Context: an optimization exercise on an open-source flow, tuned for small area, a short achievable clock period and few clock cycles. The choices shown serve that exercise and are no tape-out recipe.
At most, simulation tests tie the RTL to the original design; equivalence was not proved.
Function not checked in runs 2 to 7: the RTL went through the layout flow alone.
No activity file was given, so power comes from the tool's default toggle rates.

**flow/run.sh**
```bash
#!/bin/bash
# synth_recipe.tcl (not shown) runs the flow's synth.tcl, then flattens the netlist and writes it again
# the make line also repeats each setting of config.mk as NAME=value (left out here)
make -C /OpenROAD-flow-scripts/flow DESIGN_CONFIG=/design/flow/config.mk WORK_HOME=/design/flow/orfs CLKGATE_MAP_FILE= SYNTH_SCRIPT=/design/flow/synth_recipe.tcl finish
```
**flow/config.mk**
```make
export PLATFORM = sky130hd
export DESIGN_NAME = day03p2_top
export DESIGN_NICKNAME = day03p2_top
export VERILOG_FILES = /design/flow/design.v
export SDC_FILE = /design/flow/constraint.sdc
export NUM_CORES = 4
export LEC_CHECK = 0
export CAP_MARGIN = 20
export CORE_MARGIN = 2
export CORE_UTILIZATION = 40
export SLEW_MARGIN = 20
```
**flow/constraint.sdc**
```tcl
create_clock -name core_clock -period 8.0 [get_ports {clk_i}]
set_input_delay 1.6000 -clock core_clock [delete_from_list [all_inputs] [get_ports {clk_i}]]
set_output_delay 1.6000 -clock core_clock [all_outputs]
set_load 0.01 [all_outputs]
```
**flow/design.v**
```verilog
module day03p2_top ( 
    input logic clk_i,
    input logic rst_ni,
    input logic [3:0] digit_i,
    input logic eol_i,
    output logic [63:0] result_o,
    output logic ready_o
);
typedef enum logic [1:0] { 
    Start,
    Idle,
    Process,
    Sum
} state_t;
state_t state_q, state_d;
logic [63:0] joltage_q, joltage_d;
logic [3:0] digit_q, digit_d;
logic [11:0][3:0] twelve_digits_q, twelve_digits_d;
logic [3:0] index_q, index_d;
logic [63:0] power_q, power_d;
always_comb begin
    state_d = state_q;
    joltage_d = joltage_q;
    digit_d = digit_q;
    twelve_digits_d = twelve_digits_q;
    index_d = index_q;
    power_d = power_q;
    case(state_q)
        Start: begin
            state_d = Idle;
            joltage_d = 64'b0;
            digit_d = 4'b0;
            for (int i = 0; i < 12; i++) begin
                twelve_digits_d[i] = 4'b0;
            end
            index_d = 4'b0;
            power_d = 64'b0;
        end
        Idle: begin
            if (eol_i == 1'b1) begin
                state_d = Sum;
                index_d = 4'd0;
                power_d = 64'b1;
            end else if (digit_i != 4'b0) begin
                state_d = Process;
                digit_d = digit_i;
                index_d = 4'd11;
            end
        end
        Process: begin
            if (index_q == 4'b0) begin
                if(digit_q > twelve_digits_q[0]) begin
                    twelve_digits_d[0] = digit_q;
                end
                state_d = Idle;
            end else begin
                if (twelve_digits_q[index_q] < twelve_digits_q[index_q - 1]) begin
                    twelve_digits_d[index_q] = twelve_digits_q[index_q-1];
                    twelve_digits_d[index_q-1] = 0;
                end
                index_d = index_q - 4'b1;
                state_d = Process;
            end
        end
        Sum: begin
            if(index_q == 4'd12) begin
                digit_d = 4'b0;
                for (int i = 0; i < 12; i++) begin
                    twelve_digits_d[i] = 4'b0;
                end
                state_d = Idle;
            end else begin
                joltage_d = joltage_q + twelve_digits_d[index_d] * power_q;
                power_d = power_q * 64'd10;
                index_d = index_q + 4'b1;
                state_d = Sum;
            end
        end
    endcase
end
always_ff @( posedge clk_i, negedge rst_ni ) begin
    if(rst_ni == 1'b0) begin
        state_q <= Start;
        joltage_q <= 64'b0;
        digit_q <= 4'b0;
        for (int i = 0; i < 12; i++) begin
            twelve_digits_q[i] <= 4'b0;
        end
        index_q <= 4'b0;
        power_q <= 64'b0;
    end else begin
        state_q <= state_d;
        joltage_q <= joltage_d;
        digit_q <= digit_d;
        twelve_digits_q <= twelve_digits_d;
        index_q <= index_d;
        power_q <= power_d;
    end
end
assign result_o = joltage_q;
assign ready_o = (state_q == Idle);
endmodule
```
==> impl_metrics.toml, run 1 <==
[outcome]
status = "timing/DRC/antenna clean"

[timing]
setup_viol = 0
skew_ps = 19.0
rsz0062_at_grt = "no"
hold_viol = 0
maxSlewHeadroom_pct = 34.5
worst_pin_slew_ps = 982
fin_ws_ps = 859
timing.fmax_mhz = 140
min_period_ps = 7140
tns_ps = 0
final_max_slew_viol_count = 0
fin_crit_sh_pct = 89.3

[placement]
dpl_worst_slack_ps = 821
io_buffers = 71
hpwl_um = 42300
place.gp.congestion = 0.880
place_inst = 3036

[layout]
multi_input_area_sq_um = 15700
syn2layout_area_growth_pct = 9.82
final_cell_count_no_fill = 3068
drive_above_1_share_pct = 5.13
n_antenna_cell = 0
nets = 2769
ff_latch_area_sq_um = 4660
nFillCells = 5053

[clocking]
hold_buffers = 0
cts.reportedPaths.clkPinSlew_ps = 90
htreeDepth = 4
cts_buffers = 17
post_cts_resized = 0
root_buffer = "clkbuf_16"
cts_max_path_buffers = 2
cts_tree = "yes"
cts_setup_buffers = 0
cts_num_sinks = 186
clock_latency_ps = 510

[route]
ant_nets = 0
drt_iter0_markers = 941
viasPerCell = 5.65
vias = 17300
avgRoutedWirePerCell_um = 18.0
drt_wl_total_um = 55300
remaining_drc_errors = 0
drtPass1Iterations = 7

[power_and_ir_drop]
vdd.ir_drop.worst_uv = 217
leakage_nw = 12.0
power_density_nw_per_um2 = 155
power.total_mw = 3.64

[setup_path]
slowest_delay_ps = 810
crit_type = "reg -> reg"
critPathBufInv = 1
cp-end-kind = "flop"
crit_path_top_delay_cell = "dfrtp_2"
cp_cell_sequence = "buf_4, mux4_2, mux2i_1, o22ai_4, and2_1, fa_1, fa_1, ha_1, o211ai_1, o21ai_0, o211ai_1, a21oi_1, a221oi_2, o31ai_1, nand3_2, a21oi_1, o2111ai_1, a21o_1, a32o_1"
start_kind = "flop"
cp_top_family = "compound AO/OA/AOI/OAI gates"
required_ps = 8400
arrival_ps = 7540
worstPathMaxFanout = 33

[synth]
synth_enable_flop_cells = 0
synth.most_common_cell = "nand2_1"
synth_warnings = 1
synth_ff_type = "dfrtp_1"
synth_top_area_share_pct = 21.8
synth_top_area_cell = "dfrtp_1"
synth_area_sq_um = 21300
postSynthAreaPerCell_sq_um = 9.08
netlist_top_cells_count = "nand2_1, ha_1, inv_1, dfrtp_1, fa_1"
synthTopCellsByArea = "dfrtp_1, fa_1, ha_1"
syn-instance-count = 2350
ys_seq_elements = 186
seq_area_frac_synth_pct = 21.8
yosysUniqueCellTypes = 83
async_flop_share_pct = 100
synth_nets = 2752

[floorplan]
die-area_sq_um = 55200
rows = 84
ios = 72
fp.dieH_um = 235
core_area_sq_um = 52700
start_util_pct = 40.5
dieWidth_um = 235

[min_path]
hold_path_class = "reg -> reg"

[global_route]
grt_max_degree = 121
grt_pass1_vias = 17800
grt_antenna_before_repair = 0
grt_usage_pct = 20.5
globalRouteOverflowTotal = 0
grt_pass1_wl_um = 93000

[flow_run]
maxCapViolCount = 0
-- power breakdown --
| part | internal, mW | switching, mW | leakage (nW) |
|---|---|---|---|
| clock | 0.459 | 0.491 | 0.309 |
| sequential | 0.985 | 0.109 | 2.58 |
| combinational | 0.447 | 1.15 | 9.11 |
| total | 1.89 | 1.75 | 12.0 |
-- layer usage --
metal / track usage [%] / vias to the layer above / wire length (um)
li1: - / 8294 / -
met1: 27.6 / 8660 / 25700
met2: 34.2 / 322 / 26600
met3: 2.91 / 69 / 1840
met4: 6.29 / 0 / 1140
met5: 0 / - / 0
-- final cells by class --
class                      count  area share, %
clock buffer                  17           1.82
clock inverter                15          0.886
inverter                     190           3.04
multi-input combinational   1875           66.8
sequential                   186           19.9
tap                          688           3.67
timing repair buffer          97           3.89
-- worst reg2reg max path, cell delays in order, from the launching register on --
cell and delay [ps]:
dfrtp_2 810, buf_4 390, mux4_2 540, mux2i_1 310, o22ai_4 290, and2_1 270
fa_1 500, fa_1 420, ha_1 350, o211ai_1 100, o21ai_0 420, o211ai_1 240
a21oi_1 470, a221oi_2 210, o31ai_1 690, nand3_2 210, a21oi_1 230, o2111ai_1 150
a21o_1 200, a32o_1 250
-- final timing paths --
check,end,cells after the start,slack [ps],startpoint
worst min-delay path,power_q[63],2,500,power_q[63]
worst max-delay path,joltage_q[62],19,860,index_q[0]
worst max register to register,joltage_q[62],19,860,index_q[0]
max in group asynchronous,twelve_digits_q[31],2,5260,rst_ni
min in group asynchronous,joltage_q[18],1,1190,rst_ni
worst min register to register,power_q[63],2,500,power_q[63]
-- cell families (layout without fill, tap and decap cells) --
logic type / Yosys count / after routing / share of synthesized area, %
AND/OR/NAND/NOR: 690 / 690 / 15.1
AO/OA/AOI/OAI: 632 / 632 / 20.2
adder cells (fa/ha/maj): 395 / 395 / 29.6
buffers and inverters: 289 / 319 / 5.14
flip-flops: 186 / 186 / 21.8
XOR/XNOR: 122 / 122 / 5.01
multiplexers: 36 / 36 / 3.11
-- through the flow --
step | instance area (sq um) | util, % | hold slack [ps]
finish | 23400 | 44.5 | 505
detailed placement | 22800 | 43.3 | 489
CTS | 23400 | 44.5 | 509
floorplan | 21300 | - | 455
global placement | 22800 | 43.3 | 469
global route | 23400 | 44.5 | 536
-- registers in the layout, summed over array words and instances, names as in the netlist --
name and count:
digit_q 4, state_q 2, index_q 4, twelve_digits_q 48, power_q 64, joltage_q 64
-- layout by cell type, fill, tap and decap left out, types with 50 or more instances in the layout --
master,netlist,routed
clkdlybuf4s50_1,0,70
xor2_1,56,56
nor2_1,73,72
xnor2_1,66,66
a22o_1,87,87
ha_1,211,211
fa_1,184,184
and2_1,76,76
a21oi_1,122,122
inv_1,187,187
nand3_1,50,50
a21o_1,100,100
o21ai_0,111,111
nand2_1,365,364
dfrtp_1,186,185
Testbench counts, summed over its fixed seeds: cycles 630,728.
==> run 2, diff against run 1 <==
==> flow/design.v (replaced) <==
module day03p2_top (
    input  logic        clk_i,
    input  logic        rst_ni,
    input  logic [3:0]  digit_i,
    input  logic        eol_i,
    output logic [63:0] result_o,
    output logic        ready_o
);
logic [11:0][3:0] s_q, s_d;
logic [63:0] total_q;
logic [39:0] acc_q, acc_d;
logic        busy_q;    
logic        flush_q;   
logic [3:0]  cnt_q;     
logic take, dig_take, eol_take, last, step, add;
logic [11:1] lt, moved;
assign take     = ~busy_q;
assign eol_take = take & eol_i;
assign dig_take = take & ~eol_i & (digit_i != 4'd0);
assign last     = (cnt_q == 4'd12);
assign step     = eol_take | (busy_q & ~last);
assign add      = busy_q & last & ~flush_q;
always_comb begin
    for (int i = 1; i < 12; i++) lt[i] = s_q[i] < s_q[i-1];
    moved[11] = lt[11];
    for (int i = 10; i >= 1; i--) moved[i] = moved[i+1] | lt[i];
    s_d = s_q;
    if (step) begin
        for (int i = 11; i >= 1; i--) s_d[i] = s_q[i-1];
        s_d[0] = 4'd0;
    end else if (dig_take) begin
        for (int i = 11; i >= 1; i--) if (moved[i]) s_d[i] = s_q[i-1];
        if (moved[1] || digit_i > s_q[0]) s_d[0] = digit_i;
    end
    if (step) acc_d = {acc_q[38:0] + {acc_q[36:0], 2'b00} + {36'd0, s_q[11][3:1]}, s_q[11][0]};
    else      acc_d = 40'd0;
end
always_ff @(posedge clk_i or negedge rst_ni) begin
    if (!rst_ni) begin
        total_q <= 64'd0;
        busy_q  <= 1'b1;
        flush_q <= 1'b1;
        cnt_q   <= 4'd0;
    end else begin
        total_q <= total_q + {24'd0, add ? acc_q : 40'd0};
        if (step) begin
            busy_q <= 1'b1;
            cnt_q  <= cnt_q + 4'd1;
        end else if (busy_q) begin
            busy_q  <= 1'b0;
            flush_q <= 1'b0;
            cnt_q   <= 4'd0;
        end
    end
end
always_ff @(posedge clk_i) begin
    s_q   <= s_d;
    acc_q <= acc_d;
end
assign result_o = total_q;
assign ready_o  = ~busy_q;
endmodule
==> impl_metrics.toml, run 2 <==
[timing]
timing.fmax_mhz = 248
final_max_slew_viol_count = 0
min_period_ps = 4030
rsz0062_at_grt = "no"
setup_viol = 0
worst_pin_slew_ps = 835
fin_crit_sh_pct = 50.4
skew_ps = 9.27
hold_viol = 0
maxSlewHeadroom_pct = 43.9
tns_ps = 0

[synth]
ys_seq_elements = 158
synth.most_common_cell = "ha_1"
synth_enable_flop_cells = 44
async_flop_share_pct = 44.3
netlist_top_cells_count = "ha_1, nor2_1, a21oi_1, nand2_1, dfrtp_1"
synth_nets = 1292
synth_top_area_share_pct = 17.6
synth_top_area_cell = "ha_1"
synthTopCellsByArea = "ha_1, dfrtp_1, edfxtp_1"
postSynthAreaPerCell_sq_um = 9.61
yosysUniqueCellTypes = 79
seq_area_frac_synth_pct = 36.5
synth_warnings = 1
syn-instance-count = 1129
synth_ff_type = "dfrtp_1"
synth_area_sq_um = 10800

[outcome]
status = "timing/DRC/antenna clean"

[setup_path]
reg2reg_depth = 17
worstPathMaxFanout = 40
crit_type = "reg -> reg"
startpoint = "cnt_q[0]"
start_kind = "flop"
rr_endpoint = "total_q[48]"
cp-end-kind = "flop"
worstSetupEndpoint = "total_q[48]"
required_ps = 8360
arrival_ps = 4390
r2r-start = "cnt_q[0]"
reg2reg_setup_slack_ps = 3970

[flow_run]
maxCapViolCount = 0

[power_and_ir_drop]
power_density_nw_per_um2 = 473
p_clk_share_pct = 13.8
p_seq_share_pct = 25.8
p_int_mw = 3.27
p_switching_mw = 2.64
switching_share_pct = 44.7
leakage_nw = 5.76
vdd.ir_drop.worst_uv = 205
p_comb_share_pct = 60.4

[route]
drt_iter0_markers = 509
drtPass1Iterations = 5
vias = 8188
routed-wl-met2_um = 10600
ant_nets = 0
routed.top_layer = "met4"
route.met3.wl_um = 632
remaining_drc_errors = 0
drt_wl_total_um = 23300
avgRoutedWirePerCell_um = 15.1
viasPerCell = 5.29
wl_met1_um = 11800

[layout]
largest_register_ffs = 64
nets = 1356
drive_above_1_share_pct = 5.72
nFillCells = 2556
syn2layout_area_growth_pct = 15.2
final_common_cell = "ha_1"
top_register = "total_q"
fin_area_sq_um = 12500
mostFrequentLayoutCells = "ha_1, nor2_1, a21oi_1, nand2_1, clkdlybuf4s50_1"
final_cell_count_no_fill = 1547
n_antenna_cell = 0
reg_top3 = "total_q: 64 flops, s_q: 48 flops, acc_q: 40 flops"

[placement]
place.gp.congestion = 0.850
hpwl_um = 18100
place_inst = 1515
place_area_sq_um = 11900
io_buffers = 71

[min_path]
hold_path_class = "reg -> reg"

[global_route]
grt_usage_pct = 17.2
grt_pass1_vias = 8126
globalRouteOverflowTotal = 0
grt_antenna_before_repair = 0
grt_pass1_wl_um = 40300
grt_max_degree = 55

[clocking]
root_buffer = "clkbuf_16"
cts_buffers = 17
hold_buffers = 0
cts.reportedPaths.clkPinSlew_ps = 80
post_cts_resized = 0
cts_max_path_buffers = 2
clock_latency_ps = 430
cts_tree = "yes"
cts_setup_buffers = 0
htreeDepth = 4
cts_num_sinks = 158

[floorplan]
dieWidth_um = 169
rows = 60
fp.dieH_um = 169
die-area_sq_um = 28500
ios = 72
start_util_pct = 40.5
core_area_sq_um = 26800
-- run 2: cell count changes after synthesis, moves of 63 or more --
| cell | change |
|---|---|
| a22o_1 | -86 |
| clkbuf_1 | -63 |
| dfrtp_1 | -118 |
| fa_1 | -181 |
| inv_1 | -130 |
| nand2_1 | -290 |
| o21ai_0 | -72 |
-- run 2: layout make-up --
class	instances	area [sq um]	share of cell area, %
clock inverters	15	164	1.31
flip-flops and latches	158	3960	31.7
repair buffers	74	731	5.85
inverters	57	214	1.71
well taps	341	427	3.42
clock buffers	17	425	3.41
multi-input cells	885	6580	52.6
-- run 2: power by group through the flow --
stage	logic [mW]	clock network [mW]	registers (mW)
5_1_grt	4.08	0.873	1.58
4_1_cts	3.58	0.838	1.54
2_1_floorplan	2.72	0	1.48
6_report	3.56	0.816	1.52
3_5_place_dp	3.56	0	1.55
3_3_place_gp	3.52	0	1.54
-- run 2: worst min-delay path by stage --
stage                     cells past startpoint  endpoint  slack (ps)    from
final                                         0    s_q[6]         460  s_q[2]
after global routing                          0    s_q[6]         480  s_q[2]
after CTS                                     0    s_q[6]         470  s_q[2]
after detailed placement                      0    s_q[6]         450  s_q[2]
after global placement                        0    s_q[5]         440  s_q[1]
after floorplan                               0    s_q[5]         430  s_q[1]
-- run 2: cells by family (layout without fill, tap and decap cells) --
group	Yosys count	count (layout)	share of synthesized area [%]
simple gates	334	334	15.7
compound gates	301	301	19.0
flops	158	158	36.5
fa+ha+maj	156	156	18.2
xor+xnor	93	93	7.51
buf+inv	86	163	3.04
mux	1	1	0.0923
-- run 2: critical path: stages (launching register included) --
cell,delay [ps]
dfrtp_1,420
inv_1,60
ha_1,220
nand4_1,170
nor2_2,40
buf_4,240
and2_1,200
ha_1,210
fa_1,430
a211oi_1,340
o211ai_1,180
o21a_1,200
o2111ai_1,270
nand4b_1,270
a41oi_2,330
o21ai_2,130
nand4_1,130
xnor2_1,120
-- run 2: metrics by stage --
step	util, %	power, mW	hold slack (ps)	worst slack, ps
after global routing	46.6	6.53	476	3490
after detailed placement	44.4	5.11	449	3990
after global placement	44.4	5.06	442	4070
after floorplan	-	4.20	430	4550
final	46.6	5.90	462	3970
after CTS	46.6	5.95	466	3980
-- run 2: layer usage --
metal | track usage, % | up-vias
met2 | 27.8 | 132
met1 | 24.2 | 3807
met3 | 2.74 | 26
met5 | 0 | -
met4 | 4.42 | 0
li1 | - | 4223
==> run 3, diff against run 2 <==
==> flow/design.v (replaced) <==
module bk_add #(parameter int W = 40) (
    input  logic [W-1:0] a,
    input  logic [W-1:0] b,
    input  logic         ci,
    output logic [W-1:0] y
);
    localparam int L = $clog2(W + 1);
    logic [W:0] g [0:2*L];
    logic [W:0] p [0:2*L];
    always_comb begin
        g[0] = {a & b, ci};
        p[0] = {a ^ b, 1'b0};
        for (int l = 0; l < L; l++) begin
            g[l+1] = g[l];
            p[l+1] = p[l];
            for (int i = (2 << l) - 1; i <= W; i += (2 << l)) begin
                g[l+1][i] = g[l][i] | (p[l][i] & g[l][i - (1 << l)]);
                p[l+1][i] = p[l][i] & p[l][i - (1 << l)];
            end
        end
        for (int l = L - 2; l >= 0; l--) begin
            g[2*L-1-l] = g[2*L-2-l];
            p[2*L-1-l] = p[2*L-2-l];
            for (int i = (3 << l) - 1; i <= W; i += (2 << l)) begin
                g[2*L-1-l][i] = g[2*L-2-l][i] | (p[2*L-2-l][i] & g[2*L-2-l][i - (1 << l)]);
                p[2*L-1-l][i] = p[2*L-2-l][i] & p[2*L-2-l][i - (1 << l)];
            end
        end
        for (int i = 0; i < W; i++) y[i] = p[0][i+1] ^ g[2*L-1][i];
    end
endmodule
module inc_late #(parameter int W = 24) (
    input  logic [W-1:0] a,
    input  logic         ci,
    output logic [W-1:0] y
);
    logic [W-1:0] ones;    
    always_comb begin
        ones[0] = 1'b1;
        for (int i = 1; i < W; i++) ones[i] = ones[i-1] & a[i-1];
        y = a ^ (ones & {W{ci}});
    end
endmodule
module day03p2_top (
    input  logic        clk_i,
    input  logic        rst_ni,
    input  logic [3:0]  digit_i,
    input  logic        eol_i,
    output logic [63:0] result_o,
    output logic        ready_o
);
logic [11:0][3:0] s_q, s_d;
logic [11:0]      s_en;
logic [63:0] total_q;
logic        busy_q;    
logic        flush_q;   
logic        add_q;     
logic [3:0]  cnt_q;     
logic dig_take, conv, fin;
logic [11:1] lt, moved;
logic [11:0] mb, ms;
logic [47:0] r;
logic [39:0] b, b5, sum, lo_sum;
logic [40:0] lo;
logic [23:0] hi_sum;
logic [3:0]  top;
assign dig_take = ~busy_q & ~eol_i & (digit_i != 4'd0);
assign conv     = busy_q | eol_i;
assign fin      = cnt_q[3] & cnt_q[2];    
assign r        = s_q;
always_comb begin
    for (int i = 1; i < 12; i++) lt[i] = s_q[i] < s_q[i-1];
    moved[11] = lt[11];
    for (int i = 10; i >= 1; i--) moved[i] = moved[i+1] | lt[i];
    for (int i = 0; i < 12; i++) begin
        mb[i] = (4'(i) < cnt_q) & ~fin;
        ms[i] = (4'(i) < cnt_q) | fin;
    end
    for (int i = 0; i < 10; i++) b[4*i +: 4] = mb[i] ? s_q[i] : 4'd0;
    top = fin ? 4'd0 : s_q[11];
end
bk_add #(.W(39)) u_h (.a(b[38:0]), .b({b[36:0], top[2] | top[3], top[1] | top[3]}), .ci(top[3]), .y(b5[38:0]));
assign sum = {b5[38:0], top[0]};
always_comb begin
    s_d[0] = conv ? sum[3:0] : digit_i;
    for (int i = 1; i < 12; i++)
        s_d[i] = (i < 10 ? sum[4*i +: 4] : 4'd0) | (ms[i-1] ? 4'd0 : s_q[i-1]);
    s_en[0] = conv | (dig_take & (moved[1] | (digit_i > s_q[0])));
    for (int i = 1; i < 12; i++) s_en[i] = conv | (dig_take & moved[i]);
end
bk_add #(.W(41)) u_t (.a({1'b0, total_q[39:0]}), .b({1'b0, add_q ? r[39:0] : 40'd0}), .ci(1'b0), .y(lo));
inc_late #(.W(24)) u_i (.a(total_q[63:40]), .ci(lo[40]), .y(hi_sum));
always_ff @(posedge clk_i or negedge rst_ni) begin
    if (!rst_ni) begin
        total_q <= 64'd0;
        busy_q  <= 1'b1;
        flush_q <= 1'b1;
        add_q   <= 1'b0;
        cnt_q   <= 4'd0;
    end else begin
        add_q   <= busy_q & ~flush_q & (cnt_q == 4'd11);
        total_q <= {hi_sum, lo[39:0]};
        if (conv) begin
            if (fin) begin
                busy_q  <= 1'b0;
                flush_q <= 1'b0;
                cnt_q   <= 4'd0;
            end else begin
                busy_q  <= 1'b1;
                cnt_q   <= cnt_q + 4'd1;
            end
        end
    end
end
always_ff @(posedge clk_i)
    for (int i = 0; i < 12; i++) if (s_en[i]) s_q[i] <= s_d[i];
assign result_o = total_q;
assign ready_o  = ~busy_q;
endmodule
==> impl_metrics.toml, run 3 <==
[synth]
synth_ff_type = "dfrtp_1"
synth_compound_area_share_pct = 12.3
netlist_top_cells_count = "ha_1, nand2_1, dfrtp_1, and2_1, inv_1"
synth_enable_flop_cells = 48
ys_seq_elements = 119
synth_top_area_cell = "dfrtp_1"
postSynthAreaPerCell_sq_um = 10.1
synthTopCellsByArea = "dfrtp_1, ha_1, edfxtp_1"
synth_area_sq_um = 9140
synthAdderAreaFrac_pct = 25.1
yosysUniqueCellTypes = 59
synthMuxAreaShare_pct = 0.246
synth_xor_area_share_pct = 5.84
syn-instance-count = 902
synth_warnings = 8
synth_nets = 1069
synth.most_common_cell = "ha_1"
async_flop_share_pct = 59.7
synth_top_area_share_pct = 18.9
yosys.area_share.simple_pct = 17.9
synth_top_family_by_area = "adder cells"
seq_area_frac_synth_pct = 35.2

[power_and_ir_drop]
leakage_nw = 5.52
p_int_mw = 2.51
p_clk_share_pct = 17.3
switching_share_pct = 42.6
p_seq_share_pct = 29.5
power_density_nw_per_um2 = 407
p_comb_share_pct = 53.2
p_switching_mw = 1.86
vdd.ir_drop.worst_uv = 168

[floorplan]
ios = 72
core_area_sq_um = 22500
dieWidth_um = 155
fp.dieH_um = 155
start_util_pct = 40.6
rows = 55
die-area_sq_um = 24100

[layout]
mostFrequentLayoutCells = "ha_1, nand2_1, clkdlybuf4s50_1, dfrtp_1, and2_1"
nFillCells = 2120
final_common_cell = "ha_1"
syn2layout_area_growth_pct = 17.5
ff_latch_area_sq_um = 3220
fin_area_sq_um = 10700
nets = 1146
reg_top3 = "total_q: 64 flops, s_q: 48 flops, cnt_q: 4 flops"
top_register = "total_q"
largest_register_ffs = 64
drive_above_1_share_pct = 5.54
multi_input_area_sq_um = 5610
final_cell_count_no_fill = 1277
n_antenna_cell = 0
fin_util_pct = 47.7

[global_route]
grt_pass1_wl_um = 32400
globalRouteOverflowTotal = 0
grt_antenna_before_repair = 0
grt_usage_pct = 16.7
grt_max_degree = 44
grt_pass1_vias = 6566

[clocking]
clock_latency_ps = 430
post_cts_resized = 0
hold_buffers = 0
cts.reportedPaths.clkPinSlew_ps = 60
cts_buffers = 17
cts_num_sinks = 119
cts_setup_buffers = 0
htreeDepth = 4
root_buffer = "clkbuf_16"
cts_max_path_buffers = 2
cts_tree = "yes"

[min_path]
hold_path_class = "reg -> reg"
min_path_cells = 1
holdPathEnd = "total_q[63]"
hold_start = "total_q[63]"

[route]
remaining_drc_errors = 0
avgRoutedWirePerCell_um = 14.8
drtPass1Iterations = 4
ant_nets = 0
vias = 6584
drt_iter0_markers = 366
drt_wl_total_um = 18900
viasPerCell = 5.16

[timing]
tns_ps = 0
maxSlewHeadroom_pct = 35.5
whs_ps = 469
hold_viol = 0
fin_crit_sh_pct = 63.6
final_max_slew_viol_count = 0
min_period_ps = 5090
rsz0062_at_grt = "no"
setup_viol = 0
skew_ps = 11.9
timing.fmax_mhz = 197
worst_pin_slew_ps = 959

[placement]
hpwl_um = 14800
place.gp.congestion = 0.816
place_inst = 1245
place_area_sq_um = 10200
io_buffers = 71

[setup_path]
worstPathMaxFanout = 40
reg2reg_setup_slack_ps = 2910
start_kind = "flop"
r2r-start = "add_q"
crit_type = "reg -> reg"
required_ps = 8320
arrival_ps = 5400
cp-end-kind = "flop"
reg2reg_depth = 19
rr_endpoint = "total_q[63]"

[outcome]
status = "timing/DRC/antenna clean"

[flow_run]
maxCapViolCount = 0
==> run 3: cell count changes after synthesis, sizes merged, moves of 33 or more <==
cell	before	now
a21oi	86	50
nor2	87	38
dfxtp	44	0
fa	3	39
nand2	75	108
==> run 3: final cells by class <==
cell class,count,area share (%)
Inverter,65,2.27
Tap cell,285,3.32
Timing Repair Buffer,73,6.73
Clock buffer,19,4.43
Multi-Input combinational cell,703,52.2
Sequential cell,119,30.0
Clock inverter,13,1.01
==> run 3: logic make-up (layout without fill, tap and decap cells) <==
family	Yosys count	in the layout
compound gates	165	165
xor+xnor	61	61
fa+ha+maj	160	160
buf+inv	80	170
flops	119	119
mux	2	2
simple gates	315	315
==> run 3: power by group through the flow <==
stage,clock [mW],combinational [mW],sequential (mW)
after floorplan,0,1.69,1.24
after global placement,0,2.30,1.31
after detailed placement,0,2.34,1.31
after CTS,0.772,2.35,1.30
after global routing,0.797,2.70,1.34
final,0.754,2.33,1.29
==> run 3: layer usage <==
| metal | part of all wire (%) | wire length, um | up-vias | track usage, % |
|---|---|---|---|---|
| met2 | 46 | 8720 | 78 | 26.8 |
| met1 | 50 | 9500 | 3184 | 23.4 |
| li1 | - | - | 3307 | - |
| met5 | 0 | 0 | - | 0 |
| met4 | 1.1 | 210 | 0 | 4.85 |
| met3 | 2.7 | 514 | 15 | 2.87 |
==> run 3: through the flow <==
step,setup WS [ps],power (mW)
6_report,2910,4.37
5_1_grt,2370,4.83
4_1_cts,2470,4.43
3_5_place_dp,2470,3.65
3_3_place_gp,2610,3.61
2_1_floorplan,3670,2.92
==> run 3: worst max path at each step <==
| stage | start | to |
|---|---|---|
| 2_1_floorplan | cnt_q[3] | s_q[35] |
| 3_3_place_gp | add_q | total_q[63] |
| 3_5_place_dp | add_q | total_q[63] |
| 4_1_cts | add_q | total_q[63] |
| 5_1_grt | add_q | total_q[63] |
| 6_report | add_q | total_q[63] |
==> run 3: worst max-delay path: stages (launching register included) <==
cell	delay [ps]
dfrtp_2	610
and2_1	240
ha_1	350
nand4_1	100
a21oi_1	250
o31ai_1	150
a31oi_1	380
o21bai_1	160
a21oi_1	320
nor2_1	120
o31ai_1	300
fa_1	240
and3_1	250
and3_1	240
and4_1	280
and3_1	250
and4_1	240
and2_1	200
nand4_1	130
xnor2_1	140
==> run 4, diff against run 3 <==
--- a/flow/config.mk
+++ b/flow/config.mk
@@ -8,4 +8,5 @@
 export CAP_MARGIN = 20
 export CORE_MARGIN = 2
 export CORE_UTILIZATION = 40
+export SETUP_SLACK_MARGIN = 5
 export SLEW_MARGIN = 20
==> impl_metrics.toml, run 4 <==
[timing]
whs_ps = 469
min_period_ps = 4490
tns_ps = 0
skew_ps = 7.36
final_max_slew_viol_count = 0
maxSlewHeadroom_pct = 49.0
fin_crit_sh_pct = 56.2
setup_viol = 0
timing.fmax_mhz = 223
hold_viol = 0
rsz0062_at_grt = "yes"
worst_pin_slew_ps = 759

[setup_path]
crit_type = "reg -> reg"
cp_cell_sequence = "bufbuf_16, and2_4, ha_4, nand4_1, nor3_2, o31ai_4, a31oi_4, o21bai_4, a21oi_4, nor2_4, o31ai_4, fa_2, and3_4, and3_4, and4_4, and3_4, and4_4, and2_4, nand4_1, xnor2_1"
worstPathMaxFanout = 6
required_ps = 8310
slowest_delay_ps = 510
startpoint = "add_q"
cp_top_family = "simple AND/OR/NAND/NOR gates"
cp-end-kind = "flop"
critPathBufInv = 1
r2r-start = "add_q"
cpMostUsedCell = "and3_4"
crit_path_top_delay_cell = "dfrtp_4"
start_kind = "flop"
arrival_ps = 4810

[synth]
netlist_top_cells_count = "ha_1, nand2_1, dfrtp_1, and2_1, inv_1"
synth_enable_flop_cells = 48
synth_area_sq_um = 9140
synth_ff_type = "dfrtp_1"
synth_top_area_cell = "dfrtp_1"
synthTopCellsByArea = "dfrtp_1, ha_1, edfxtp_1"
syn-instance-count = 902
yosysUniqueCellTypes = 59
seq_area_frac_synth_pct = 35.2
synth_warnings = 8
synth_nets = 1069
async_flop_share_pct = 59.7
ys_seq_elements = 119
synth_top_area_share_pct = 18.9
postSynthAreaPerCell_sq_um = 10.1
synth.most_common_cell = "ha_1"

[flow_run]
maxCapViolCount = 0

[min_path]
hold_path_class = "reg -> reg"
hold_start = "total_q[63]"

[layout]
nets = 1247
fin_area_sq_um = 12800
fin_util_pct = 56.9
largest_register_ffs = 64
final_common_cell = "ha_1"
mostFrequentLayoutCells = "ha_1, nand2_1, buf_4, dfrtp_1, a21o_1"
reg_top3 = "total_q: 64 flops, s_q: 48 flops, cnt_q: 4 flops"
nFillCells = 1909
ff_latch_area_sq_um = 3230
multi_input_area_sq_um = 6680
top_register = "total_q"
syn2layout_area_growth_pct = 40.1
drive_above_1_share_pct = 31.6

[placement]
place.gp.congestion = 0.797
hpwl_um = 15100
place_area_sq_um = 10600
io_buffers = 71

[outcome]
status = "timing/DRC/antenna clean"

[global_route]
grt_usage_pct = 19.6
grt_antenna_before_repair = 0
globalRouteOverflowTotal = 0
grt_pass1_wl_um = 37300
grt_max_degree = 72
grt_pass1_vias = 7095

[clocking]
cts_num_sinks = 119
hold_buffers = 0
cts_buffers = 17
cts_max_path_buffers = 2
clock_latency_ps = 420
htreeDepth = 4
cts.reportedPaths.clkPinSlew_ps = 60
root_buffer = "clkbuf_16"
cts_tree = "yes"

[floorplan]
die-area_sq_um = 24100
ios = 72
core_area_sq_um = 22500
start_util_pct = 40.6
dieWidth_um = 155
fp.dieH_um = 155
rows = 55

[route]
drt_wl_total_um = 23200
ant_nets = 0
drtPass1Iterations = 4
viasPerCell = 5.16
vias = 7112
drt_iter0_markers = 331
remaining_drc_errors = 0
avgRoutedWirePerCell_um = 16.8

[power_and_ir_drop]
power.total_mw = 5.18
leakage_nw = 6.48
vdd.ir_drop.worst_uv = 190
power_density_nw_per_um2 = 404
## run 4: logic make-up after synthesis
logic type | count (synthesis) | synth area share, %
flops | 119 | 35.2
fa+ha+maj | 160 | 25.1
xor+xnor | 61 | 5.84
mux | 2 | 0.246
simple gates | 315 | 17.9
buf+inv | 80 | 3.41
compound gates | 165 | 12.3
## run 4: final timing paths
path / endpoint / slack, ps / cells past startpoint
setup / recovery: total_q[63] / 3510 / 20
hold / removal: total_q[63] / 470 / 1
setup reg to reg: total_q[63] / 3510 / 20
hold reg to reg: total_q[63] / 470 / 1
max in group asynchronous: total_q[43] / 6320 / 2
min in group asynchronous: total_q[15] / 1100 / 1
## run 4: through the flow
stage / std cells / setup slack, ps
final: 1379 / 3510
after global placement: 1243 / 2700
after CTS: 1352 / 3550
after detailed placement: 1243 / 3010
after global routing: 1378 / 3320
after floorplan: 902 / 3970
## run 4: final cells by class
class	count	share of cell area [%]
Clock buffer	21	3.76
Antenna cell	1	0.0195
Sequential cell	119	25.2
Clock inverter	11	0.830
Tap cell	285	2.78
Timing Repair Buffer	174	13.2
Multi-Input combinational cell	703	52.1
Inverter	65	2.02
## run 4: metal layers
layer | share of wire [%] | track usage (%) | up-vias
met1 | 48 | 26.7 | 3514
met2 | 49 | 32.4 | 76
met4 | 1.2 | 5.77 | 0
li1 | - | - | 3501
met5 | 0 | 0 | -
met3 | 2.4 | 3.23 | 21
## run 4: where the power goes
part           internal [mW]  switching, mW
Sequential              1.01          0.307
Combinational           1.51           1.58
Clock                  0.468          0.313
## run 4: worst reg2reg max path, cell delays in order (launching register included)
cell and delay (ps):
dfrtp_4 510, bufbuf_16 290, and2_4 140, ha_4 280, nand4_1 170, nor3_2 290
o31ai_4 140, a31oi_4 290, o21bai_4 120, a21oi_4 210, nor2_4 70, o31ai_4 210
fa_2 260, and3_4 190, and3_4 200, and4_4 230, and3_4 190, and4_4 200
and2_4 160, nand4_1 90, xnor2_1 140
## run 4: what timing repair did
item | 4_1_cts | 5_1_grt
pin swaps | 61 | 55
endpoints found under the setup margin | 159 | 138
cloned | 2 | 0
gates resized for setup | 134 | 78
buffers inserted | 75 | 25
==> run 5, diff against run 4 <==
==> flow/design.v (replaced) <==
module bk_add #(parameter int W = 40) (
    input  logic [W-1:0] a,
    input  logic [W-1:0] b,
    input  logic         ci,
    output logic [W-1:0] y,
    output logic         co
);
    localparam int L = $clog2(W + 1);
    logic [W:0] g [0:2*L];
    logic [W:0] p [0:2*L];
    always_comb begin
        g[0] = {a & b, ci};
        p[0] = {a ^ b, 1'b0};
        for (int l = 0; l < L; l++) begin
            g[l+1] = g[l];
            p[l+1] = p[l];
            for (int i = (2 << l) - 1; i <= W; i += (2 << l)) begin
                g[l+1][i] = g[l][i] | (p[l][i] & g[l][i - (1 << l)]);
                p[l+1][i] = p[l][i] & p[l][i - (1 << l)];
            end
        end
        for (int l = L - 2; l >= 0; l--) begin
            g[2*L-1-l] = g[2*L-2-l];
            p[2*L-1-l] = p[2*L-2-l];
            for (int i = (3 << l) - 1; i <= W; i += (2 << l)) begin
                g[2*L-1-l][i] = g[2*L-2-l][i] | (p[2*L-2-l][i] & g[2*L-2-l][i - (1 << l)]);
                p[2*L-1-l][i] = p[2*L-2-l][i] & p[2*L-2-l][i - (1 << l)];
            end
        end
        for (int i = 0; i < W; i++) y[i] = p[0][i+1] ^ g[2*L-1][i];
        co = g[2*L-1][W];
    end
endmodule
module inc_late #(parameter int W = 24) (
    input  logic [W-1:0] a,
    input  logic         ci,
    output logic [W-1:0] y
);
    logic [W-1:0] ones;    
    always_comb begin
        ones[0] = 1'b1;
        for (int i = 1; i < W; i++) ones[i] = ones[i-1] & a[i-1];
        y = a ^ (ones & {W{ci}});
    end
endmodule
module day03p2_top (
    input  logic        clk_i,
    input  logic        rst_ni,
    input  logic [3:0]  digit_i,
    input  logic        eol_i,
    output logic [63:0] result_o,
    output logic        ready_o
);
logic [11:0][3:0] s_q, s_d;
logic [11:0]      s_en;
logic [39:0] lo_q;        
logic [23:0] hi_q, hi_d;  
logic        busy_q;      
logic        flush_q;     
logic        add_q;       
logic [11:0] t_q;         
logic        fin;         
logic        fin_q;       
logic        dig_take, conv;
logic [11:1] lt, moved;
logic [11:0] mb, ms, sel;
logic [47:0] r;
logic [39:0] a, b, y;
logic        co;
logic [3:0]  top;
logic [39:0] sum;
assign r        = s_q;
assign fin      = t_q[11];
assign dig_take = ~busy_q & ~eol_i & (digit_i != 4'd0);
assign conv     = busy_q | eol_i;
always_comb begin
    for (int i = 1; i < 12; i++) lt[i] = s_q[i] < s_q[i-1];
    moved[11] = lt[11];
    for (int i = 10; i >= 1; i--) moved[i] = moved[i+1] | lt[i];
    for (int i = 0; i < 12; i++) begin
        mb[i]  = t_q[i] & ~fin;
        ms[i]  = t_q[i];
        sel[i] = (i == 0) ? ~fin : (t_q[i-1] & ~fin);
    end
    top = fin ? 4'd0 : s_q[11];
    for (int j = 0; j < 40; j++) begin
        a[j] = (r[j] & mb[j/4]) | (lo_q[j] & add_q);
        if (j >= 2) b[j] = (r[j-2] & mb[(j-2)/4]) | (r[j] & add_q);
    end
    b[1] = top[2] | top[3] | (r[1] & add_q);
    b[0] = top[1] | top[3] | (r[0] & add_q);
end
bk_add #(.W(40)) u_add (.a(a), .b(b), .ci(top[3]), .y(y), .co(co));
assign sum = {y[38:0], top[0]};
inc_late #(.W(24)) u_inc (.a(hi_q), .ci(co & add_q), .y(hi_d));
always_comb begin
    s_d[0] = conv ? (sel[0] ? sum[3:0] : 4'd0) : digit_i;
    for (int i = 1; i < 12; i++)
        s_d[i] = ((i < 10 && sel[i]) ? sum[4*i +: 4] : 4'd0) | (ms[i-1] ? 4'd0 : s_q[i-1]);
    s_en[0] = conv | (dig_take & (moved[1] | (digit_i > s_q[0])));
    for (int i = 1; i < 12; i++) s_en[i] = conv | (dig_take & moved[i]);
end
always_ff @(posedge clk_i or negedge rst_ni) begin
    if (!rst_ni) begin
        hi_q    <= 24'd0;
        busy_q  <= 1'b1;
        flush_q <= 1'b1;
        add_q   <= 1'b0;
        t_q     <= 12'd0;
        fin_q   <= 1'b0;
    end else begin
        fin_q <= busy_q & t_q[10] & ~t_q[11];
        hi_q  <= hi_d;
        add_q <= busy_q & ~flush_q & t_q[10] & ~t_q[11];
        if (conv) begin
            busy_q <= ~fin;
            t_q    <= fin ? 12'd0 : {t_q[10:0], 1'b1};
            if (fin) flush_q <= 1'b0;
        end
    end
end
always_ff @(posedge clk_i) begin
    if (fin_q) lo_q <= y;
    for (int i = 0; i < 12; i++) if (s_en[i]) s_q[i] <= s_d[i];
end
assign result_o = {hi_q, lo_q};
assign ready_o  = ~busy_q;
endmodule
--- a/flow/config.mk
+++ b/flow/config.mk
@@ -8,5 +8,5 @@
 export CAP_MARGIN = 20
 export CORE_MARGIN = 2
 export CORE_UTILIZATION = 40
-export SETUP_SLACK_MARGIN = 5
+export SETUP_SLACK_MARGIN = 0
 export SLEW_MARGIN = 20
==> impl_metrics.toml, run 5 <==
[setup_path]
required_ps = 8320
crit_type = "reg -> reg"
cp-end-kind = "flop"
arrival_ps = 6190
start_kind = "flop"
worstPathMaxFanout = 31

[timing]
hold_viol = 0
skew_ps = 16.6
timing.fmax_mhz = 170
setup_viol = 0
final_max_slew_viol_count = 0
fin_crit_sh_pct = 73.4
tns_ps = 0
rsz0062_at_grt = "no"
min_period_ps = 5870
worst_pin_slew_ps = 1060
fin_ws_ps = 2130
maxSlewHeadroom_pct = 29.5

[route]
remaining_drc_errors = 0
drt_wl_total_um = 19700
ant_nets = 0
drtPass1Iterations = 5
vias = 6236
drt_iter0_markers = 369
viasPerCell = 5.13
avgRoutedWirePerCell_um = 16.2

[floorplan]
dieWidth_um = 149
fp.dieH_um = 149
die-area_sq_um = 22200
rows = 53
core_area_sq_um = 20800
start_util_pct = 40.4
ios = 72

[synth]
synth_enable_flop_cells = 88
postSynthAreaPerCell_sq_um = 9.76
netlist_top_cells_count = "nand2_1, inv_1, o21ai_0, edfxtp_1, ha_1"
synth_warnings = 7
async_flop_share_pct = 31.3
ys_seq_elements = 128
synth_ff_type = "edfxtp_1"
synth_top_area_cell = "edfxtp_1"
synthTopCellsByArea = "edfxtp_1, ha_1, dfrtp_1"
synth.most_common_cell = "nand2_1"
seq_area_frac_synth_pct = 43.4
yosysUniqueCellTypes = 62
syn-instance-count = 861
synth_nets = 965
synth_area_sq_um = 8400
synth_top_area_share_pct = 31.4

[min_path]
hold_path_class = "reg -> reg"

[global_route]
grt_pass1_wl_um = 32900
grt_usage_pct = 18.8
grt_pass1_vias = 6422
globalRouteOverflowTotal = 0
grt_antenna_before_repair = 0
grt_max_degree = 64

[layout]
top_register = "s_q"
ff_latch_area_sq_um = 3650
multi_input_area_sq_um = 4220
fin_util_pct = 47.7
n_antenna_cell = 0
fin_area_sq_um = 9920
reg_top3 = "s_q: 48 flops, lo_q: 40 flops, hi_q: 24 flops"
final_common_cell = "nand2_1"
drive_above_1_share_pct = 5.85
mostFrequentLayoutCells = "nand2_1, inv_1, o21ai_0, edfxtp_1, ha_1"
nets = 1031
syn2layout_area_growth_pct = 18.1
nFillCells = 1998
final_cell_count_no_fill = 1215
largest_register_ffs = 48

[outcome]
status = "timing/DRC/antenna clean"

[placement]
hpwl_um = 14400
io_buffers = 71
place.gp.congestion = 0.840
dpl_worst_slack_ps = 2090
place_inst = 1182
place_area_sq_um = 9360

[clocking]
hold_buffers = 0
cts_num_sinks = 128
root_buffer = "clkbuf_16"
cts_tree = "yes"
post_cts_resized = 0
htreeDepth = 4
cts_max_path_buffers = 2
cts_setup_buffers = 0
cts_buffers = 17
clock_latency_ps = 430
cts.reportedPaths.clkPinSlew_ps = 60

[power_and_ir_drop]
vdd.ir_drop.worst_uv = 262
power_density_nw_per_um2 = 390
leakage_nw = 4.16

[flow_run]
maxCapViolCount = 0
run 5: through the flow:
| stage | power (mW) | hold slack (ps) |
|---|---|---|
| final | 3.87 | 470 |
| after global routing | 4.20 | 508 |
| after detailed placement | 3.13 | 467 |
| after global placement | 3.11 | 467 |
| after CTS | 3.89 | 478 |
| after floorplan | 2.53 | 462 |
run 5: where the power goes:
group | switching, mW | total [mW] | internal, mW | leakage [nW]
combinational | 1.05 | 1.81 | 0.754 | 2.42
clock | 0.299 | 0.734 | 0.436 | 0.285
sequential | 0.255 | 1.33 | 1.07 | 1.45
total | 1.61 | 3.87 | 2.26 | 4.16
run 5: worst paths after layout:
| kind | start | endpoint | slack [ps] | depth (start not counted) |
|---|---|---|---|---|
| max | t_q[11] | hi_q[23] | 2130 | 19 |
| min | hi_q[23] | hi_q[23] | 470 | 1 |
| max reg2reg | t_q[11] | hi_q[23] | 2130 | 19 |
| min reg2reg | hi_q[23] | hi_q[23] | 470 | 1 |
| max in group asynchronous | rst_ni | add_q | 6020 | 1 |
| min in group asynchronous | rst_ni | hi_q[23] | 1300 | 1 |
run 5: cell families after synthesis:
logic type / count (synthesis) / share of synthesized area [%]
and+or+nand+nor: 225 / 12.9
AOI/OAI and AO/OA: 225 / 16.4
muxes: 1 / 0.134
adders and majority gates: 97 / 16.2
xor gates and xnor gates: 43 / 4.48
DFF: 128 / 43.4
buffers and inverters: 142 / 6.46
run 5: worst max-delay path, cell delays in order (launching register included):
cell	delay (ps)
dfrtp_1	1040
nand2b_1	420
o21ai_0	180
ha_1	340
nand4_1	150
nor4_1	400
a211oi_2	190
a2bb2oi_1	210
a21oi_1	360
a221oi_2	160
o21a_1	230
fa_1	430
and4b_1	400
nand4_4	170
nor4_4	360
nand3_2	140
nor2_2	150
and3_4	220
nand3_2	80
xnor2_1	120
run 5: cell type report:
cell class / count / area share (%)
timing repair buffer: 73 / 7.30
sequential: 128 / 36.8
multi-input combinational: 591 / 42.5
clock inverter: 10 / 0.567
inverter: 116 / 4.39
clock buffer: 22 / 4.99
tap: 275 / 3.47
run 5: routing by layer:
| layer | GRT usage, % | part of all wire, % | up-vias | wire, um |
|---|---|---|---|---|
| met4 | 5.62 | 1.4 | 0 | 284 |
| met1 | 25.4 | 47 | 2976 | 9260 |
| met3 | 3.49 | 3.4 | 19 | 680 |
| met2 | 31.1 | 48 | 132 | 9520 |
| met5 | 0 | 0 | - | 0 |
| li1 | - | - | 3109 | - |
==> run 6, diff against run 5 <==
--- a/flow/config.mk
+++ b/flow/config.mk
@@ -8,5 +8,5 @@
 export CAP_MARGIN = 20
 export CORE_MARGIN = 2
 export CORE_UTILIZATION = 40
-export SETUP_SLACK_MARGIN = 0
+export SETUP_SLACK_MARGIN = 5
 export SLEW_MARGIN = 20
==> impl_metrics.toml, run 6 <==
[layout]
top_register = "s_q"
nets = 1196
syn2layout_area_growth_pct = 49.1
fin_util_pct = 60.2
n_antenna_cell = 0
drive_above_1_share_pct = 35.1
fin_area_sq_um = 12500
final_common_cell = "nand2_1"
largest_register_ffs = 48
reg_top3 = "s_q: 48 flops, lo_q: 40 flops, hi_q: 24 flops"
ff_latch_area_sq_um = 3660
mostFrequentLayoutCells = "nand2_1, inv_1, buf_4, edfxtp_1, ha_1"
nFillCells = 1661
multi_input_area_sq_um = 5160

[route]
drt_iter0_markers = 665
ant_nets = 0
vias = 7357
remaining_drc_errors = 0
avgRoutedWirePerCell_um = 18.5
viasPerCell = 5.33
drt_wl_total_um = 25500
drtPass1Iterations = 5

[synth]
synth_area_sq_um = 8400
ys_seq_elements = 128
netlist_top_cells_count = "nand2_1, inv_1, o21ai_0, edfxtp_1, ha_1"
synth_nets = 965
synthTopCellsByArea = "edfxtp_1, ha_1, dfrtp_1"
synth_ff_type = "edfxtp_1"
syn-instance-count = 861
synth_enable_flop_cells = 88
synth_top_area_share_pct = 31.4
seq_area_frac_synth_pct = 43.4
yosysUniqueCellTypes = 62
postSynthAreaPerCell_sq_um = 9.76
synth.most_common_cell = "nand2_1"
synth_warnings = 7
async_flop_share_pct = 31.3
synth_top_area_cell = "edfxtp_1"

[setup_path]
start_kind = "flop"
required_ps = 8310
slowest_delay_ps = 510
crit_path_top_delay_cell = "dfrtp_4"
crit_type = "reg -> reg"
startpoint = "add_q"
reg2reg_setup_slack_ps = 3640
arrival_ps = 4670
cp_top_family = "simple AND/OR/NAND/NOR gates"
critPathBufInv = 2
worstPathMaxFanout = 6
cp_cell_sequence = "buf_6, clkbuf_16, nand2_4, o21ai_2, ha_1, and2_4, nand3_4, nor4_4, a211oi_2, a2bb2oi_2, a21oi_2, a221oi_2, o21a_1, fa_2, and4b_2, nand4_4, nor4_4, nand3_2, nor2_4, and3_4, nand3_2, xnor2_1"
r2r-start = "add_q"
cp-end-kind = "flop"

[clocking]
cts_tree = "yes"
htreeDepth = 4
clock_latency_ps = 430
cts_num_sinks = 128
cts.reportedPaths.clkPinSlew_ps = 60
root_buffer = "clkbuf_16"
cts_max_path_buffers = 2
cts_buffers = 17

[global_route]
grt_antenna_before_repair = 0
grt_max_degree = 41
grt_pass1_vias = 6936
grt_pass1_wl_um = 36500
globalRouteOverflowTotal = 0
grt_usage_pct = 21.1

[floorplan]
rows = 53
die-area_sq_um = 22200
ios = 72
dieWidth_um = 149
core_area_sq_um = 20800
fp.dieH_um = 149
start_util_pct = 40.4

[power_and_ir_drop]
leakage_nw = 5.57
power_density_nw_per_um2 = 430
power.total_mw = 5.39
vdd.ir_drop.worst_uv = 225

[timing]
tns_ps = 0
min_period_ps = 4360
final_max_slew_viol_count = 0
fin_crit_sh_pct = 54.5
skew_ps = 6.89
rsz0062_at_grt = "yes"
hold_viol = 0
worst_pin_slew_ps = 1070
maxSlewHeadroom_pct = 28.8
timing.fmax_mhz = 229
fin_ws_ps = 3640
setup_viol = 0

[placement]
place.gp.congestion = 0.827
place_area_sq_um = 9510
io_buffers = 71
dpl_worst_slack_ps = 2770
hpwl_um = 14300

[min_path]
hold_path_class = "reg -> reg"
hold_start = "hi_q[23]"

[flow_run]
maxCapViolCount = 0

[outcome]
status = "timing/DRC/antenna clean"
==> run 6: final timing paths <==
check / cells past startpoint / to
min in group asynchronous: 1 / hi_q[17]
max in group asynchronous: 1 / add_q
hold reg to reg: 1 / hi_q[23]
setup / recovery: 22 / hi_q[23]
setup reg to reg: 22 / hi_q[23]
hold / removal: 1 / hi_q[23]
==> run 6: metrics by stage <==
step	hold slack [ps]	instances
after floorplan	462	861
after global placement	461	1183
after detailed placement	458	1183
after CTS	475	1320
final	465	1380
after global routing	482	1380
==> run 6: report_power, final <==
part | internal, mW | total [mW] | switching, mW
Sequential | 1.08 | 1.33 | 0.258
Clock | 0.421 | 0.717 | 0.296
Combinational | 1.69 | 3.34 | 1.64
==> run 6: per-layer routing <==
layer | GRT usage (%) | vias to the layer above | part of all wire (%)
met2 | 33.7 | 229 | 49
met3 | 3.88 | 40 | 5.1
li1 | - | 3447 | -
met5 | 0 | - | 0
met1 | 29.7 | 3641 | 44
met4 | 5.38 | 0 | 1.8
==> run 6: kinds of logic (layout without fill, tap and decap cells) <==
group / after synthesis / in the layout / synth area share (%)
mux: 1 / 1 / 0.134
simple gates: 225 / 229 / 12.9
buf+inv: 142 / 382 / 6.46
flops: 128 / 128 / 43.4
fa+ha+maj: 97 / 97 / 16.2
xor+xnor: 43 / 43 / 4.48
compound gates: 225 / 225 / 16.4
==> run 6: what timing repair did <==
action                     in CTS  in global routing
setup endpoints to repair     162                147
cloned                          7                  6
pin swaps                      62                 78
resized for setup             181                161
setup buffers                  98                 54
hold buffers                    0                  0
==> run 6: final cells by class <==
type	instances	share of cell area, %
repair buffers	234	19.0
flip-flops and latches	128	29.2
clock buffers	20	3.49
multi-input cells	595	41.2
well taps	275	2.75
clock inverters	12	0.759
inverters	116	3.54
==> run 7, diff against run 6 <==
--- a/flow/design.v
+++ b/flow/design.v
@@ -61,7 +61,8 @@
 logic [11:0] t_q;         
 logic        fin;         
 logic        fin_q;       
-logic        dig_take, conv;
+logic [3:0]  d_q;         
+logic        dig, conv;
 logic [11:1] lt, moved;
 logic [11:0] mb, ms, sel;
 logic [47:0] r;
@@ -71,8 +72,8 @@
 logic [39:0] sum;
 assign r        = s_q;
 assign fin      = t_q[11];
-assign dig_take = ~busy_q & ~eol_i & (digit_i != 4'd0);
-assign conv     = busy_q | eol_i;
+assign dig      = d_q != 4'd0;
+assign conv     = busy_q;
 always_comb begin
     for (int i = 1; i < 12; i++) lt[i] = s_q[i] < s_q[i-1];
     moved[11] = lt[11];
@@ -94,11 +95,11 @@
 assign sum = {y[38:0], top[0]};
 inc_late #(.W(24)) u_inc (.a(hi_q), .ci(co & add_q), .y(hi_d));
 always_comb begin
-    s_d[0] = conv ? (sel[0] ? sum[3:0] : 4'd0) : digit_i;
+    s_d[0] = conv ? (sel[0] ? sum[3:0] : 4'd0) : d_q;
     for (int i = 1; i < 12; i++)
         s_d[i] = ((i < 10 && sel[i]) ? sum[4*i +: 4] : 4'd0) | (ms[i-1] ? 4'd0 : s_q[i-1]);
-    s_en[0] = conv | (dig_take & (moved[1] | (digit_i > s_q[0])));
-    for (int i = 1; i < 12; i++) s_en[i] = conv | (dig_take & moved[i]);
+    s_en[0] = conv | (dig & (moved[1] | (d_q > s_q[0])));
+    for (int i = 1; i < 12; i++) s_en[i] = conv | (dig & moved[i]);
 end
 always_ff @(posedge clk_i or negedge rst_ni) begin
     if (!rst_ni) begin
@@ -116,10 +117,13 @@
             busy_q <= ~fin;
             t_q    <= fin ? 12'd0 : {t_q[10:0], 1'b1};
             if (fin) flush_q <= 1'b0;
+        end else begin
+            busy_q <= eol_i;
         end
     end
 end
 always_ff @(posedge clk_i) begin
+    d_q <= (busy_q | eol_i) ? 4'd0 : digit_i;
     if (fin_q) lo_q <= y;
     for (int i = 0; i < 12; i++) if (s_en[i]) s_q[i] <= s_d[i];
 end
--- a/flow/config.mk
+++ b/flow/config.mk
@@ -8,5 +8,4 @@
 export CAP_MARGIN = 20
 export CORE_MARGIN = 2
 export CORE_UTILIZATION = 40
-export SETUP_SLACK_MARGIN = 5
 export SLEW_MARGIN = 20
==> impl_metrics.toml, run 7 <==
[synth]
postSynthAreaPerCell_sq_um = 10.1
synthTopCellsByArea = "edfxtp_1, ha_1, dfrtp_1"
synth_top_area_cell = "edfxtp_1"
async_flop_share_pct = 30.3
netlist_top_cells_count = "inv_1, nand2_1, o21ai_0, edfxtp_1, ha_1"
ys_seq_elements = 132
yosysUniqueCellTypes = 55
synth_ff_type = "edfxtp_1"
synth_warnings = 7
synth.most_common_cell = "inv_1"
synth_enable_flop_cells = 88
synth_top_area_share_pct = 31.1
synth_nets = 947
syn-instance-count = 843
synth_area_sq_um = 8490
seq_area_frac_synth_pct = 43.9

[layout]
final_common_cell = "inv_1"
reg_top3 = "s_q: 48 flops, lo_q: 40 flops, hi_q: 24 flops"
largest_register_ffs = 48
mostFrequentLayoutCells = "inv_1, nand2_1, o21ai_0, edfxtp_1, ha_1"
drive_above_1_share_pct = 6.28
n_antenna_cell = 0
syn2layout_area_growth_pct = 18.1
nets = 1015
top_register = "s_q"

[timing]
skew_ps = 16.7
timing.fmax_mhz = 172
rsz0062_at_grt = "no"
fin_crit_sh_pct = 72.7
min_period_ps = 5820
worst_pin_slew_ps = 1050
maxSlewHeadroom_pct = 29.7
setup_viol = 0
whs_ps = 492
final_max_slew_viol_count = 0
tns_ps = 0
hold_viol = 0

[floorplan]
dieWidth_um = 150
rows = 53
die-area_sq_um = 22400
ios = 72
fp.dieH_um = 150
start_util_pct = 40.5
core_area_sq_um = 21000

[placement]
io_buffers = 71
hpwl_um = 14000
place.gp.congestion = 0.847

[setup_path]
cpMostUsedCell = "nand4_1"
cp-end-kind = "flop"
start_kind = "flop"
critPathBufInv = 1
reg2reg_setup_slack_ps = 2180
crit_path_top_delay_cell = "dfrtp_2"
required_ps = 8310
rr_endpoint = "hi_q[23]"
reg2reg_depth = 21
crit_type = "reg -> reg"
cp_cell_sequence = "buf_4, nand2_1, o21ai_0, ha_1, nand4_1, nor3_1, and4_1, a211o_1, nand4_1, a31oi_1, a221oi_1, o21a_1, fa_1, and4b_4, nand4_4, nor4_4, and4_4, nand3_4, nor2_4, nand3_1, xnor2_1"
slowest_delay_ps = 940
arrival_ps = 6130
r2r-start = "add_q"
cp_top_family = "simple AND/OR/NAND/NOR gates"
worstPathMaxFanout = 49

[clocking]
htreeDepth = 4
cts_tree = "yes"
post_cts_resized = 0
root_buffer = "clkbuf_16"
cts_buffers = 17
cts.reportedPaths.clkPinSlew_ps = 60
cts_max_path_buffers = 2
cts_setup_buffers = 0
clock_latency_ps = 430
cts_num_sinks = 132
hold_buffers = 0

[global_route]
grt_antenna_before_repair = 0
grt_pass1_vias = 6122
grt_pass1_wl_um = 31300
grt_usage_pct = 17.8
globalRouteOverflowTotal = 0
grt_max_degree = 50

[route]
drt_iter0_markers = 390
viasPerCell = 5.19
remaining_drc_errors = 0
avgRoutedWirePerCell_um = 16.0
ant_nets = 0
vias = 6228
drt_wl_total_um = 19100
drtPass1Iterations = 5

[power_and_ir_drop]
p_switching_mw = 1.61
leakage_nw = 4.25
power.total_mw = 3.93
vdd.ir_drop.worst_uv = 172
p_seq_share_pct = 35.4
p_clk_share_pct = 19.3
switching_share_pct = 41.1
p_comb_share_pct = 45.3
p_int_mw = 2.32
power_density_nw_per_um2 = 392

[min_path]
holdPathEnd = "add_q"
hold_start = "flush_q"
hold_path_class = "reg -> reg"
min_path_cells = 1

[flow_run]
maxCapViolCount = 0

[outcome]
status = "timing/DRC/antenna clean"
[run 7: routing by layer]
metal  part of all wire (%)  GRT usage, %
met3                    4.9          4.09
met5                      0             0
met1                     50          25.7
met4                    1.2          5.14
met2                     43          26.8
[run 7: how the worst max path moves through the flow]
stage / cells after the start / endpoint / from / slack [ps]
after floorplan: 22 / hi_q[23] / t_q[11] / 3250
after global placement: 21 / hi_q[23] / t_q[11] / 2230
after detailed placement: 21 / hi_q[23] / add_q / 2150
after CTS: 21 / hi_q[23] / add_q / 2130
after global routing: 21 / hi_q[23] / t_q[11] / 1650
final: 21 / hi_q[23] / add_q / 2180
[run 7: stage by stage]
stage                     utilization, %  area [sq um]  cells  worst slack, ps
after floorplan                        -          8490    843             3250
after global placement              45.1          9460   1167             2230
after detailed placement            45.1          9460   1167             2150
after CTS                           47.8         10000   1199             2130
after global routing                47.8         10000   1199             1650
final                               47.8         10000   1199             2180
[run 7: logic make-up after synthesis]
group	after synthesis	synth area share, %
AO/OA/AOI/OAI	214	15.9
adder cells (fa/ha/maj)	97	16.1
flip-flops	132	43.9
XOR/XNOR	43	4.44
AND/OR/NAND/NOR	207	12.1
buffers and inverters	139	6.21
multiplexers	11	1.46
[run 7: cell type report]
cell class | count | area, sq um
Clock buffer | 21 | 483
Clock inverter | 11 | 86.3
Fill cell | 2029 | 10900
Inverter | 116 | 435
Multi-Input combinational cell | 572 | 4240
Sequential cell | 132 | 3730
Tap cell | 275 | 344
Timing Repair Buffer | 72 | 713
[run 7: power groups by stage]
stage / sequential (mW) / clock [mW] / combinational [mW]
CTS: 1.39 / 0.774 / 1.79
global route: 1.43 / 0.803 / 2.02
finish: 1.39 / 0.757 / 1.78
global placement: 1.41 / 0 / 1.76
detailed placement: 1.41 / 0 / 1.77
floorplan: 1.30 / 0 / 1.29

-- afterwards: timing with drivers on the ports --
In the flow no input, the clock included, has a driving cell. The finished layouts below were timed again as built, in two steps. Step 1 assumes that a clkbuf_16 drives the clock port and a buf_2 every other input. Step 2 adds t to the input delays and takes it off the output delays; t is the mean of the earliest and latest rising clock arrival at the registers after step 1. Input paths then give back, and output paths get back, about the clock's delay inside the block. Three values: ideal ports, drivers, drivers and shift; two values: the first two.
run | t, ns | slack for setup (ns) | worst slew at a driven data input, ns
run 1 | 0.557 | 0.859 / 0.859 / 0.859 | 0.05
run 2 | 0.470 | 3.966 / 3.966 / 3.966 | 0.03
run 3 | 0.465 | 2.914 / 2.914 / 2.914 | 0.03
run 4 | 0.465 | 3.507 / 3.507 / 3.507 | 0.05
run 5 | 0.468 | 2.126 / 2.126 / 2.126 | 0.05
run 6 | 0.469 | 3.637 / 3.637 / 3.637 | 0.07
run 7 | 0.462 | 2.180 / 2.180 / 2.180 | 0.05
After both steps setup and hold are still met in every run listed.
